What follows belongs to an exercise in optimizing a design on an open flow for small area and a short achievable clock period; a production flow would make more cautious choices.
Only simulation tests tie the RTL to the original design; equivalence was not proved.
Power and IR drop assume default switching activity.

## run A
Design fifo_sync, start of the top module:
module fifo_sync #(
    parameter WIDTH = 32,
    parameter DEPTH = 64
) (
    input  logic clk,
    input  logic rst_n,
    input  logic wr_en,
    input  logic rd_en,
    input  logic [WIDTH-1:0] wr_data,
    output logic [WIDTH-1:0] rd_data,
    output logic full,
    output logic empty,
    output logic almost_full,
    output logic [$clog2(DEPTH):0] count
);
    localparam PTR_WIDTH = $clog2(DEPTH);
    logic [WIDTH-1:0] mem [0:DEPTH-1];
    logic [PTR_WIDTH-1:0] wr_ptr, rd_ptr;
    logic [PTR_WIDTH:0] cnt;
    logic full_q, empty_q, afull_q;
    assign count       = cnt;
    assign full        = full_q;
    assign empty       = empty_q;
    assign almost_full = afull_q;
    wire wr_fire = wr_en & ~full_q;
    wire rd_fire = rd_en & ~empty_q;
    wire inc = wr_fire & ~rd_fire;
    wire dec = rd_fire & ~wr_fire;
    always_ff @(posedge clk) begin
        for (int i = 0; i < DEPTH; i++)
            if (!full_q && wr_ptr == i) mem[i] <= wr_data;
    end
    logic [WIDTH-1:0] head;
    always_comb begin
        head = '0;
        for (int i = 0; i < DEPTH; i++)
            head = head | (mem[i] & {WIDTH{rd_ptr == i}});
    end
    always_ff @(posedge clk or negedge rst_n) begin
        if (!rst_n) begin
            wr_ptr  <= '0;
            rd_ptr  <= '0;
            cnt     <= '0;
            full_q  <= 1'b0;
            empty_q <= 1'b1;
            afull_q <= 1'b0;
            rd_data <= '0;
        end else begin
            if (wr_fire) wr_ptr <= wr_ptr + 1'b1;
            if (rd_fire) begin
                rd_ptr  <= rd_ptr + 1'b1;
                rd_data <= head;
            end
            if (inc) begin
                cnt     <= cnt + 1'b1;
                full_q  <= (cnt == DEPTH-1);
                empty_q <= 1'b0;
                afull_q <= (cnt >= DEPTH-2);
            end else if (dec) begin
                cnt     <= cnt - 1'b1;
                full_q  <= 1'b0;
  ...
==> module fifo_sync, before the edit <==
module fifo_sync #(
    parameter WIDTH = 32,
    parameter DEPTH = 64
) (
    input  logic clk,
    input  logic rst_n,
    input  logic wr_en,
    input  logic rd_en,
    input  logic [WIDTH-1:0] wr_data,
    output logic [WIDTH-1:0] rd_data,
    output logic full,
    output logic empty,
    output logic almost_full,
    output logic [$clog2(DEPTH):0] count
);
    localparam PTR_WIDTH = $clog2(DEPTH);
    logic [WIDTH-1:0] mem [0:DEPTH-1];
    logic [PTR_WIDTH-1:0] wr_ptr, rd_ptr;
    logic [PTR_WIDTH:0] cnt;
    logic full_q, empty_q, afull_q;
    assign count       = cnt;
    assign full        = full_q;
    assign empty       = empty_q;
    assign almost_full = afull_q;
    wire wr_fire = wr_en & ~full_q;
    wire rd_fire = rd_en & ~empty_q;
    wire inc = wr_fire & ~rd_fire;
    wire dec = rd_fire & ~wr_fire;
    always_ff @(posedge clk) begin
        for (int i = 0; i < DEPTH; i++)
            if (!full_q && wr_ptr == i) mem[i] <= wr_data;
    end
    logic [WIDTH-1:0] head;
    always_comb begin
        head = '0;
        for (int i = 0; i < DEPTH; i++)
            head = head | (mem[i] & {WIDTH{rd_ptr == i}});
    end
    always_ff @(posedge clk or negedge rst_n) begin
        if (!rst_n) begin
            wr_ptr  <= '0;
            rd_ptr  <= '0;
            cnt     <= '0;
            full_q  <= 1'b0;
            empty_q <= 1'b1;
            afull_q <= 1'b0;
            rd_data <= '0;
        end else begin
            if (wr_fire) wr_ptr <= wr_ptr + 1'b1;
            if (rd_fire) begin
                rd_ptr  <= rd_ptr + 1'b1;
                rd_data <= head;
            end
            if (inc) begin
                cnt     <= cnt + 1'b1;
                full_q  <= (cnt == DEPTH-1);
                empty_q <= 1'b0;
                afull_q <= (cnt >= DEPTH-2);
            end else if (dec) begin
                cnt     <= cnt - 1'b1;
                full_q  <= 1'b0;
                empty_q <= (cnt == 1);
                afull_q <= (cnt == DEPTH);
            end
        end
    end
endmodule
==> flow/config.mk <==
export PLATFORM = sky130hd
export DESIGN_NAME = fifo_sync
export DESIGN_NICKNAME = fifo_sync
export VERILOG_FILES = /design/flow/design.v
export SDC_FILE = /design/flow/constraint.sdc
export NUM_CORES = 4
export LEC_CHECK = 0
export CAP_MARGIN = 20
export CORE_MARGIN = 2
export CORE_UTILIZATION = 40
export SETUP_SLACK_MARGIN = 0.2
export SLEW_MARGIN = 20
==> flow/constraint.sdc <==
create_clock -name core_clock -period 3.8 [get_ports {clk}]
set_input_delay 0.7600 -clock core_clock [delete_from_list [all_inputs] [get_ports {clk}]]
set_output_delay 0.7600 -clock core_clock [all_outputs]
set_load 0.01 [all_outputs]
run.sh (not shown) runs the stock make flow with config.mk's settings and CLKGATE_MAP_FILE= SYNTH_SCRIPT=/design/flow/synth_recipe.tcl, a recipe that flattens the netlist after the stock synthesis.
Run A finished all stages; the layout is clean.
For run B, these inputs were changed with respect to run A:
==> flow/design.v <==
module fifo_sync #(
    parameter WIDTH = 32,
    parameter DEPTH = 64
) (
    input  logic clk,
    input  logic rst_n,
    input  logic wr_en,
    input  logic rd_en,
    input  logic [WIDTH-1:0] wr_data,
    output logic [WIDTH-1:0] rd_data,
    output logic full,
    output logic empty,
    output logic almost_full,
    output logic [$clog2(DEPTH):0] count
);
    localparam PTR_WIDTH = $clog2(DEPTH);
    logic [WIDTH-1:0] mem [0:DEPTH-1];
    logic [PTR_WIDTH-1:0] wr_ptr, rd_ptr;
    logic [PTR_WIDTH:0] fifo_count;
    assign count = fifo_count;
    assign empty = (fifo_count == 0);
    assign full = (fifo_count == DEPTH);
    assign almost_full = (fifo_count >= DEPTH-1);
    always_ff @(posedge clk or negedge rst_n) begin
        if (!rst_n) begin
            wr_ptr <= 0; rd_ptr <= 0; fifo_count <= 0; rd_data <= '0;
        end else begin
            if (wr_en && !full) begin
                mem[wr_ptr] <= wr_data;
                wr_ptr <= wr_ptr + 1;
            end
            if (rd_en && !empty) begin
                rd_data <= mem[rd_ptr];
                rd_ptr <= rd_ptr + 1;
            end
            if ((wr_en && !full) && !(rd_en && !empty)) fifo_count <= fifo_count + 1;
            else if (!(wr_en && !full) && (rd_en && !empty)) fifo_count <= fifo_count - 1;
        end
    end
endmodule
Clock network power share for run B is higher than for run A.
Summary — non-clock buffering overhead in the final layout, run B relative to run A: lower, by 0.51 points.
Re register-to-register setup slack: run A and run B aren't equal, and the higher value belongs to run B.
Comparing run A and run B, total combinational power is lower on run A.
Compared with run A, in run B number of resized instances in the post-cts repair step increased 5, xor and xnor area share after synthesis did not really move, shortest period the worst path allows dropped 100 ps, first-pass GRT wire length fell by about 18%.
Looking at area added between synthesis and finish, run B sits below run A.
A source of the critical timing path of rd_ptr[2] is what run B shows, while rd_ptr[0] belongs to run A.
Run A reports its critical path's slowest cell as and2_2 while run B reports nor4_1.

[separate check: timing with driven ports]
No port has a modelled driver above. Below, the same layouts with a new extraction and two added sets of constraints. Step 1 sets driving cells, clkbuf_16 on the clock port and buf_2 on the other inputs (assumed; they add their load-dependent delay and slew). Step 2 times the ports against the registers' clock, not the clock port: input delays grow and output delays shrink by t, the midpoint of the rising clock arrivals with the driver on. Slacks: no drivers / after step 1 / after step 2; pairs: no drivers / after step 1.
run | t, ns | setup WS [ns] | worst setup path at the end | latest minus earliest clock arrival (ns) | pins driven straight from the clock port
run A | 0.943 | 0.122 / 0.122 / 0.122 | register to register | 0.052 / 0.052 | 1
run B | 0.935 | 0.225 / 0.225 / 0.225 | register to register | 0.085 / 0.085 | 1
After both steps every run listed still meets setup and hold.
